What follows belongs to an exercise in optimizing a design on an open flow for small area and few clock cycles; a production flow would make more cautious choices.
Only simulation tests tie the RTL to the original design; equivalence was not proved.
Power figures rest on the tool's default switching activity, not on a simulated workload.

## flow/design.v (module list and top-level ports; edited modules follow where they fit)
// module c_a222oi: 3 lines
// module c_a22o: 3 lines
// module c_o22ai: 3 lines
// module c_a21o: 3 lines
// module c_and2: 3 lines
// module c_or2: 3 lines
// module c_or3: 3 lines
// module c_nand2: 3 lines
// module c_nand3: 3 lines
// module c_nand4: 3 lines
// module c_inv: 3 lines
// module c_xor2: 3 lines
// module c_ha: 4 lines
// module c_fa: 4 lines
// module c_wmux: 3 lines
// module c_o21ai: 3 lines
// module mux32: 17 lines
// module mux31: 16 lines
// module Data_Road: 2719 lines
module Data_Road (
  input               clk,
  input               rst,
  output     [63:0]   pc,
  input      [31:0]   instruction,
  output     [63:0]   dmem_addr,
  output     [63:0]   dmem_wdata,
  output     [7:0]    dmem_wmask,
  output              dmem_we,
  input      [63:0]   dmem_rdata
);
  // ...
==> flow/flow/run.sh <==
#!/bin/bash
# Layout flow: the standard ORFS flow, step by step, with
#  - port buffers made of the smallest buffer cell (buf_1), which repair
#    resizes where timing needs it
#  - a clock tree of clkbuf_8 cells, clusters of at most 14 sinks within
#    60 um, and no dummy loads
#  - ORFS's power recovery after global routing (RECOVER_POWER), which
#    downsizes cells off the critical paths
# The synthesis is the standard one (standard.sh synth), unchanged.
# Each step's full output goes to its own log file in this folder.
set -euo pipefail
here=$(pwd)
export BUFFER_PORTS_ARGS="-buffer_cell sky130_fd_sc_hd__buf_1"
export CTS_ARGS="-sink_clustering_enable -repair_clock_nets -dont_use_dummy_load -buf_list sky130_fd_sc_hd__clkbuf_8 -sink_clustering_size 14 -sink_clustering_max_diameter 60"
# The standard flow's config with the power recovery setting added
printf 'include %s/config.mk\nexport RECOVER_POWER = 100\n' "$here" > "$here/flow_config.mk"
sed "s#DESIGN_CONFIG=[^ ]*#DESIGN_CONFIG=$here/flow_config.mk#" standard.sh > flow_standard.sh
bash standard.sh synth > log_synth.txt 2>&1
for step in floorplan place cts route finish; do
  bash flow_standard.sh "$step" > "log_$step.txt" 2>&1
done
test -f out/final.def
==> flow/standard.sh <==
#!/bin/bash
# synth_recipe.tcl (not shown) runs the flow's synth.tcl, then flattens the netlist and writes it again
# the make line also repeats each setting of config.mk as NAME=value (left out here)
make -C /OpenROAD-flow-scripts/flow DESIGN_CONFIG=/design/flow/config.mk WORK_HOME=/design/flow/orfs CLKGATE_MAP_FILE= SYNTH_SCRIPT=/design/flow/synth_recipe.tcl "${@:-finish}"
==> flow/config.mk <==
export PLATFORM = sky130hd
export DESIGN_NAME = Data_Road
export DESIGN_NICKNAME = Data_Road
export VERILOG_FILES = /design/flow/design.v
export SDC_FILE = /design/flow/constraint.sdc
export NUM_CORES = 8
export LEC_CHECK = 0
export CAP_MARGIN = 20
export CORE_MARGIN = 2
export CORE_UTILIZATION = 40
export MAX_ROUTING_LAYER = met5
export PLACE_DENSITY = 0.5
export SLEW_MARGIN = 20
export SYNTH_HIERARCHICAL = 1
==> flow/constraint.sdc <==
create_clock -name core_clock -period 18.0 [get_ports {clk}]
set_input_delay 3.6000 -clock core_clock [delete_from_list [all_inputs] [get_ports {clk}]]
set_output_delay 3.6000 -clock core_clock [all_outputs]
set_load 0.01 [all_outputs]
==> reports/metrics.cfg, run 1 <==
[outcome]
status=finished with violations
so.violations=max-capacitance violations, max-slew violations

[global_route]
grt_pass1_vias=95913
grt_max_degree=92
grt_pass1_wl_mm=859.4

[synth]
syn_inst=8072
synth_common_cells=2121 x a22o_1, 1984 x dfxtp_1, 1471 x a222oi_1, 403 x nand2_1, 385 x o22ai_1
synth.mux.area_fraction_pct=0.1034
ys_top_cells_by_area=dfxtp_1 44%, a22o_1 21%, a222oi_1 16%
yosys.area.top_type=dfxtp_1
avgSynthCellArea_um2=11.10
yosys.area_share.simple_pct=7.791
seq_area_frac_synth_pct=46.07
synth_top_family_by_area=compound AO/OA/AOI/OAI gates

[worst_hold_path]
hp-class=reg2reg

[layout]
fin_area_um2=101100
multiInputGateArea_um2=48810
seq_share_pct=40.82
top_regs=regs.q x1984, pc_q x62
largest_class=multi-input gates

[timing]
finalSetupViolations=0
setup_ws_ps=1254
finalMaxSlewViolations=862

[placement]
io_buffers=294
dp_hpwl_mm=396.3

[power]
pwr.group.combinational_mw=4.85
power.internal_mw=7.913
p_per_area_nw_per_um2=137.9

[setup_path]
r2r_start=pc_q[13]$_DFF_PP0_
crit_path_end=regs[4].q[35]$_DFF_P_
crit_buf_inv=6

[floorplanning]
dieArea_um2=227800
num_tap_cells=2975
start_util_pct=40.26

[clock_tree]
post_cts_buffers=0
post_cts_resized=0

[flow_run]
maxCapViolations=30

[route]
wl_per_cell_um=55.28
top_layer_used=met5
viasPerCell=8.927

Testbench counts, summed over its fixed seeds: cycles 87,125.
==> inputs of run 2 (changes only) <==
==> flow/flow/run.sh (replaced) <==
#!/bin/bash
# Layout flow: the standard ORFS flow (standard.sh, step by step), with
#  - port buffers made of the smallest buffer cell (buf_1), which repair
#    resizes where timing needs it
#  - a clock tree of clkbuf_8 cells, clusters of at most 14 sinks within
#    60 um, and no dummy loads
# Each step's full output goes to its own log file in this folder.
set -euo pipefail
export BUFFER_PORTS_ARGS="-buffer_cell sky130_fd_sc_hd__buf_1"
export CTS_ARGS="-sink_clustering_enable -repair_clock_nets -dont_use_dummy_load -buf_list sky130_fd_sc_hd__clkbuf_8 -sink_clustering_size 14 -sink_clustering_max_diameter 60"
for step in synth floorplan place cts route finish; do
  bash standard.sh "$step" > "log_$step.txt" 2>&1
done
test -f out/final.def
==> run 2 against run 1 <==
- now clean on timing, DRC and antenna
- highest routed layer unchanged
- utilization increased by 0.21 points
- largest power group unchanged
- maximum frequency increased by 5.0%
- largest cell class unchanged
- combinational power increased by 1%
- critical path type is now in2out
- non-clock buffer count unchanged
==> reports/metrics.cfg, run 2 <==
[outcome]
status=timing/DRC/antenna clean

[setup_path]
rr_endpoint=regs[23].q[63]$_DFF_P_
critPathArrivalTime_ps=12350
endpoint_kind=output pin
r2r_start=pc_q[14]$_DFF_PP0_
required_ps=14400
r2r_slack_ps=3550
critPathMaxFanout=20
r2r_cells=55
crit_type=in2out
worstSetupStartpointType=input port

[synth]
avgSynthCellArea_um2=11.10  ; unchanged
synthFlopType=dfxtp_1
synth_warnings=8
synth_common_cells=2121 x a22o_1, 1984 x dfxtp_1, 1471 x a222oi_1, 403 x nand2_1, 385 x o22ai_1
seq_area_frac_synth_pct=46.07  ; unchanged
syn_area_um2=89580
synth_top_area_share_pct=44.34
synth-async-reset-ratio_pct=3.030
synth.most_common_cell=a22o_1
yosys.area.top_type=dfxtp_1
syn_inst=8072  ; unchanged
synth_seq_cells=2046
ys_top_cells_by_area=dfxtp_1 44%, a22o_1 21%, a222oi_1 16%
synth_edf_count=0
yosysUniqueCellTypes=61

[worst_hold_path]
hp-class=reg2reg
hp-start=regs[22].q[9]$_DFF_P_
hold_path_depth=1
worst_hold_path.endpoint=regs[22].q[9]$_DFF_P_

[flow_run]
maxCapViolations=0  ; -100%

[global_route]
grt_pass1_vias=95913  ; unchanged
grt_pass1_wl_mm=859.4  ; unchanged
grt_max_degree=92  ; unchanged
groute.usage.overall_pct=54.36
overflow=0
antenna_found_initial=67

[power]
total_power_mw=14.01
max-vdd-ir-drop_mv=0.07785
p_per_area_nw_per_um2=137.9  ; about the same
power.leakage_nw=38.82

[layout]
mostFrequentLayoutCells=2121 x a22o_1, 1984 x dfxtp_1, 1471 x a222oi_1
final_common_cell=a22o_1
top_regs=regs.q x1984, pc_q x62
top_register=regs.q
nNetsFinal=9073
fin_area_um2=101600  ; +0.47%
drive_above_1_share_pct=9.283
fill_cells=21186
largest_register_ffs=1984
area_delta_synth_final_pct=13.38

[floorplanning]
die_x_um=477.2
die_height_um=477.2
fp.coreArea_um2=222500
ios=299
start_util_pct=40.26  ; unchanged
rows=173
dieArea_um2=227800  ; unchanged

[timing]
rsz0062_at_grt=no
timing.final.crit_share_pct=88.63
worst_pin_slew_ps=1364
fin_setup_tns_ps=0
fin_crit_ps=15950
setup_ws_ps=2047  ; +792.5 ps
max_freq_mhz=62.68
max_slew_margin_pct=9.048
hold_violations=0
finalMaxSlewViolations=0  ; -100%
finalSetupViolations=0  ; unchanged
skew_ps=166.2

[route]
drtIter0Drc=34206
vias=106967
routed_wl_mm=658.7
wl_per_cell_um=55.18  ; -0.19%
drc=0
dr.pass1.iters=22
viasPerCell=8.960  ; +0.37%
drt.antenna.violating_nets=0

[clock_tree]
h-tree-depth=4
numCtsBuffers=188
clock_path_buffers=3
root_buffer=clkbuf_8
ctsHoldBuffers=0
post_cts_buffers=0  ; unchanged
clock_sinks=2046
clk_pin_slew_ps=50
clkLatencyLatePin_ps=1080
cts_tree=built
post_cts_resized=0  ; unchanged

[placement]
place_area_um2=98630
io_buffers=294  ; unchanged
place_ws_ps=2456
dp_hpwl_mm=396.3  ; unchanged
gp_congestion=1.044

## run 2: cell types whose count changed in the layout (fill, tap and decap cells not counted), moves of 6 or more
cell and change:
o21ai_1 +47, nand2_1 -6, o21ai_0 -47, buf_4 +79
buf_1 +12, nand2_2 +6, diode_2 +25, clkbuf_1 -93
## run 2: power breakdown
part,switching (mW),internal (mW)
registers,1.00,5.49
logic,3.37,1.56
clock network,1.67,0.925
## run 2: cells by family (layout without fill, tap and decap cells)
group                    count (synthesis)  count (layout)  share of synthesized area (%)
flip-flops                            2046            2046                          46.07
AO/OA/AOI/OAI                         4255            4255                          41.91
XOR/XNOR                               200             200                          1.955
other                                    2              82                       0.008383
adder cells (fa/ha/maj)                 86              86                          1.293
buffers and inverters                  136             947                         0.8715
multiplexers                             9               9                         0.1034
AND/OR/NAND/NOR                       1338            1338                          7.791
## run 2: routing by layer
layer	vias up	GRT usage [%]	share of wire [%]
met1	52261	63.91	34
met5	-	2.101	0.10
met4	34	45.96	11
li1	38375	-	-
met2	12668	72.91	38
met3	3629	26.82	17
## run 2: critical path: stages
cell and delay, ps:
buf_1 500, nand2b_1 610, nor2_4 1160, buf_4 770
a222oi_1 250, nand4_1 190, or3_1 220, xor2_1 90
a22o_1 320, ha_1 380, a21o_1 260, a21o_1 250
a21o_1 440, a21o_1 500, a21o_1 690, a21o_1 440
a21o_1 360, a21o_1 200, a21o_1 130, xor2_1 570
buf_1 350
## run 2: metrics by stage
| stage | cells | util, % | hold WS (ps) |
|---|---|---|---|
| after global placement | 11666 | 44.28 | 489.2 |
| after floorplan | 8076 | - | 477.9 |
| after detailed placement | 11669 | 44.33 | 493.5 |
| final | 11938 | 45.65 | 518.7 |
| after CTS | 11857 | 45.49 | 511.5 |
| after global routing | 11872 | 45.57 | 529.6 |
## run 2: cell type report
cell class	instances	area, um^2	share of cell area, %
well taps	2975	3722	3.665
diodes	76	190.2	0.1872
repair buffers	740	4815	4.740
multi-input cells	5894	48900	48.15
inverters	19	82.58	0.08130
flip-flops and latches	2046	41270	40.63
clock buffers	188	2587	2.547
## run 2: worst max-delay path by stage
stage               slack [ps]        endpoint  cells past startpoint       startpoint
finish                    2050   dmem_addr[59]                     21  instruction[22]
global route              2260   dmem_addr[63]                     24   instruction[2]
CTS                       2420   dmem_addr[63]                     23  instruction[22]
detailed placement        2460   dmem_addr[63]                     23  instruction[22]
global placement          2470   dmem_addr[63]                     23  instruction[22]
floorplan                  190  dmem_wdata[48]                     16  instruction[22]
## run 2: modules after synthesis (local to each module, per instance), excerpt
module | cell area, um^2 | times used | flip-flops and latches
c_a21o | 7.507 | 121 | 0
c_a222oi | 10.01 | 1471 | 0
c_ha | 12.51 | 75 | 0
c_nand2 | 3.754 | 347 | 0
c_o21ai | 5.005 | 50 | 0
c_or2 | 6.256 | 50 | 0
c_or3 | 6.256 | 128 | 0
c_wmux | 8.758 | 1984 | 0
c_xor2 | 8.758 | 179 | 0
==> inputs of run 3 (changes only) <==
--- a/flow/config.mk
+++ b/flow/config.mk
@@ -7,8 +7,8 @@
 export LEC_CHECK = 0
 export CAP_MARGIN = 20
 export CORE_MARGIN = 2
-export CORE_UTILIZATION = 40
+export CORE_UTILIZATION = 50
 export MAX_ROUTING_LAYER = met5
-export PLACE_DENSITY = 0.5
+export PLACE_DENSITY = 0.6
 export SLEW_MARGIN = 20
 export SYNTH_HIERARCHICAL = 1
==> run 3 against run 2 <==
- still clean on timing, DRC and antenna
- combinational power fell by 3%
- die area decreased by 20%
- worst setup slack lost 820 ps
- maximum frequency down 4.9%
- critical path type unchanged
- largest cell class unchanged
- largest power group unchanged
==> reports/metrics.cfg, run 3 <==
[clock_tree]
clock_sinks=2046  ; unchanged
clock_path_buffers=3  ; unchanged
clk_pin_slew_ps=60  ; about the same
h-tree-depth=4  ; unchanged
clkLatencyLatePin_ps=1090  ; about the same
cts_tree=built
root_buffer=clkbuf_8
post_cts_resized=0  ; unchanged
post_cts_buffers=0  ; unchanged
ctsHoldBuffers=0  ; unchanged
numCtsBuffers=180  ; -4.3%

[layout]
drive_above_1_share_pct=8.912  ; -0.37 points
top_regs=regs.q x1984, pc_q x62
area_delta_synth_final_pct=12.04
nNetsFinal=9039  ; -0.37%
final_cells=11282  ; -5.5%
mostFrequentLayoutCells=2121 x a22o_1, 1984 x dfxtp_1, 1471 x a222oi_1
largest_register_ffs=1984  ; unchanged
regArea_um2=41270  ; unchanged
fill_cells=15712  ; -26%
multiInputGateArea_um2=48930  ; about the same
final_common_cell=a22o_1
top_register=regs.q

[setup_path]
critPathMaxFanout=26  ; +30%
crit_type=in2out
required_ps=14400  ; about the same
endpoint_kind=output pin
critPathArrivalTime_ps=13170  ; +820 ps
worstSetupStartpointType=input port

[floorplanning]
rows=155  ; -10%
die_height_um=427.3  ; -10%
fp.coreArea_um2=178200  ; -20%
dieArea_um2=182600  ; -20%
start_util_pct=50.26  ; +10 points
die_x_um=427.3  ; -10%
ios=299  ; unchanged

[global_route]
grt_pass1_wl_mm=786.6  ; -8.5%
overflow=0  ; unchanged
groute.usage.overall_pct=61.71  ; +7.3 points
grt_pass1_vias=95900  ; -0.014%
grt_max_degree=66  ; -28%
antenna_found_initial=48  ; -28%

[synth]
synth.most_common_cell=a22o_1
synth_seq_cells=2046  ; unchanged
ys_top_cells_by_area=dfxtp_1 44%, a22o_1 21%, a222oi_1 16%
avgSynthCellArea_um2=11.10  ; unchanged
synth_warnings=8  ; unchanged
synth_common_cells=2121 x a22o_1, 1984 x dfxtp_1, 1471 x a222oi_1, 403 x nand2_1, 385 x o22ai_1
syn_inst=8072  ; unchanged
syn_area_um2=89580  ; unchanged
seq_area_frac_synth_pct=46.07  ; unchanged
synth-async-reset-ratio_pct=3.030  ; unchanged
synth_top_area_share_pct=44.34  ; unchanged
synth_edf_count=0  ; unchanged
yosysUniqueCellTypes=61  ; unchanged
yosys.area.top_type=dfxtp_1
synthFlopType=dfxtp_1

[placement]
place_ws_ps=2391  ; -64.41 ps
dp_hpwl_mm=369.5  ; -6.8%
gp_congestion=1.129  ; +8.2%
io_buffers=294  ; unchanged
placedCellCount=11024  ; -5.5%

[flow_run]
maxCapViolations=0  ; unchanged

[route]
routed_wl_mm=593.3  ; -9.9%
dr.pass1.iters=33  ; +50%
wl_per_cell_um=52.59  ; -4.7%
drc=0  ; unchanged
drtIter0Drc=36963  ; +8.1%
vias=106699  ; -0.25%
drt.antenna.violating_nets=0  ; unchanged
viasPerCell=9.457  ; +5.5%

[timing]
timing.final.crit_share_pct=93.18  ; +4.6 points
setup_ws_ps=1227  ; -820.0 ps
skew_ps=122.4  ; -43.80 ps
finalMaxSlewViolations=0  ; unchanged
max_slew_margin_pct=4.294  ; -4.8 points
max_freq_mhz=59.62  ; -4.9%
finalSetupViolations=0  ; unchanged
rsz0062_at_grt=no
worst_pin_slew_ps=1436  ; +71.31 ps
hold_violations=0  ; unchanged
fin_crit_ps=16770  ; +820.0 ps
fin_setup_tns_ps=0  ; unchanged

[power]
max-vdd-ir-drop_mv=0.08886  ; +14%
p_per_area_nw_per_um2=137.5  ; -0.30%
total_power_mw=13.80  ; -1.5%
power.leakage_nw=38.61  ; -0.56%

[worst_hold_path]
hp-class=reg2reg

[outcome]
status=timing/DRC/antenna clean

## run 3: path summary, 6_finish.rpt
| check | startpoint | end | slack (ps) | cells past startpoint |
|---|---|---|---|---|
| max | instruction[2] | dmem_addr[63] | 1230 | 24 |
| max reg2reg | pc_q[14]$_DFF_PP0_ | regs[22].q[63]$_DFF_P_ | 3370 | 55 |
| min reg2reg | regs[8].q[7]$_DFF_P_ | regs[8].q[7]$_DFF_P_ | 520 | 1 |
| min in group asynchronous | rst | pc_q[51]$_DFF_PP0_ | 2960 | 2 |
| min | regs[8].q[7]$_DFF_P_ | regs[8].q[7]$_DFF_P_ | 520 | 1 |
| max in group asynchronous | rst | pc_q[24]$_DFF_PP0_ | 13730 | 3 |
## run 3: worst max-delay path, cell delays in order
cell      delay (ps)
buf_1            460
nand2_1          450
o21ai_0         1100
nor2_1           370
nand2_1          420
nor2_4           290
buf_4            510
buf_4            410
a222oi_1         400
nand4_1          420
or3_1            730
ha_1             470
and2_1           170
and2_1           140
and2_1           240
and2_1           530
a21o_1           400
a21o_1           640
a21o_1           290
a21o_1           210
a21o_1           180
a21o_1           130
xor2_1           290
buf_1            190
## run 3: per-module statistics from Yosys (local to each module, per instance), a selection
module,area (um^2),flops+latches
c_ha,12.51,0
c_nand4,6.256,0
c_a21o,7.507,0
c_a22o,8.758,0
c_fa,20.02,0
c_nand2,3.754,0
c_or3,6.256,0
c_or2,6.256,0
Data_Road,44100,2046
c_o22ai,6.256,0
## run 3: where the power goes
part	internal (mW)	switching, mW
logic	1.53	3.27
registers	5.49	1.02
clock network	0.887	1.61
total	7.90	5.90
## run 3: layout make-up
type | count | share of cell area [%]
Tap cell | 2355 | 2.936
Inverter | 19 | 0.07978
Sequential cell | 2046 | 41.12
Clock buffer | 180 | 2.468
Multi-Input combinational cell | 5894 | 48.75
Antenna cell | 74 | 0.1845
Timing Repair Buffer | 714 | 4.467
## run 3: cell families after synthesis
family,count (synthesis),share of synthesized area [%]
buf+inv,136,0.8715
mux,9,0.1034
xor+xnor,200,1.955
flops,2046,46.07
fa+ha+maj,86,1.293
other cells,2,0.008383
compound gates,4255,41.91
simple gates,1338,7.791
## run 3: routing by layer
metal  vias up  global-route usage, %  share of wire [%]
met1     50707                  70.16                 32
met3      4331                  38.14                 19
met2     13379                  77.47                 36
met5         -                  5.741               0.21
met4        48                  56.60                 13
li1      38234                      -                  -
## run 3: per-stage QoR
step                      util (%)  hold WS [ps]  cell area, um^2
after detailed placement     54.75         494.4            97580
after floorplan                  -         477.9            89610
after global routing         56.23         522.6           100200
after CTS                    56.14         512.0           100100
after global placement       54.71         489.1            97500
final                        56.32         516.7           100400

separate check: timing with driven ports:
How much do the figures lean on ideal ports? The routed layouts below were timed once more, with nothing changed but the port constraints. Step 1 (the two cells are an assumption about what drives the block):
set clk [get_ports {clk}]
set_driving_cell -lib_cell sky130_fd_sc_hd__clkbuf_16 $clk
set_driving_cell -lib_cell sky130_fd_sc_hd__buf_2 [delete_from_list [all_inputs] $clk]
Step 2, shift: input delay + t, output delay - t, t = (earliest + latest rising clock arrival at the registers) / 2. This alone moves slack from input paths to output paths. a / b / c = no drivers / after step 1 / after step 2; a / b = the first two.
| run | t, ns | setup slack, ns | clock arrival spread, ns | worst slew at a driven data input, ns |
|---|---|---|---|---|
| run 1 | 1.107 | 1.254 / 1.316 / 0.209 | 0.167 / 0.168 | 0.22 |
| run 2 | 1.092 | 2.047 / 1.961 / 1.961 | 0.167 / 0.166 | 0.22 |
| run 3 | 1.132 | 1.227 / 1.202 / 1.202 | 0.123 / 0.122 | 0.17 |
For run 1, which loses most, drivers alone change the setup slack by +0.062 ns; drivers and shift together by -1.045 ns.
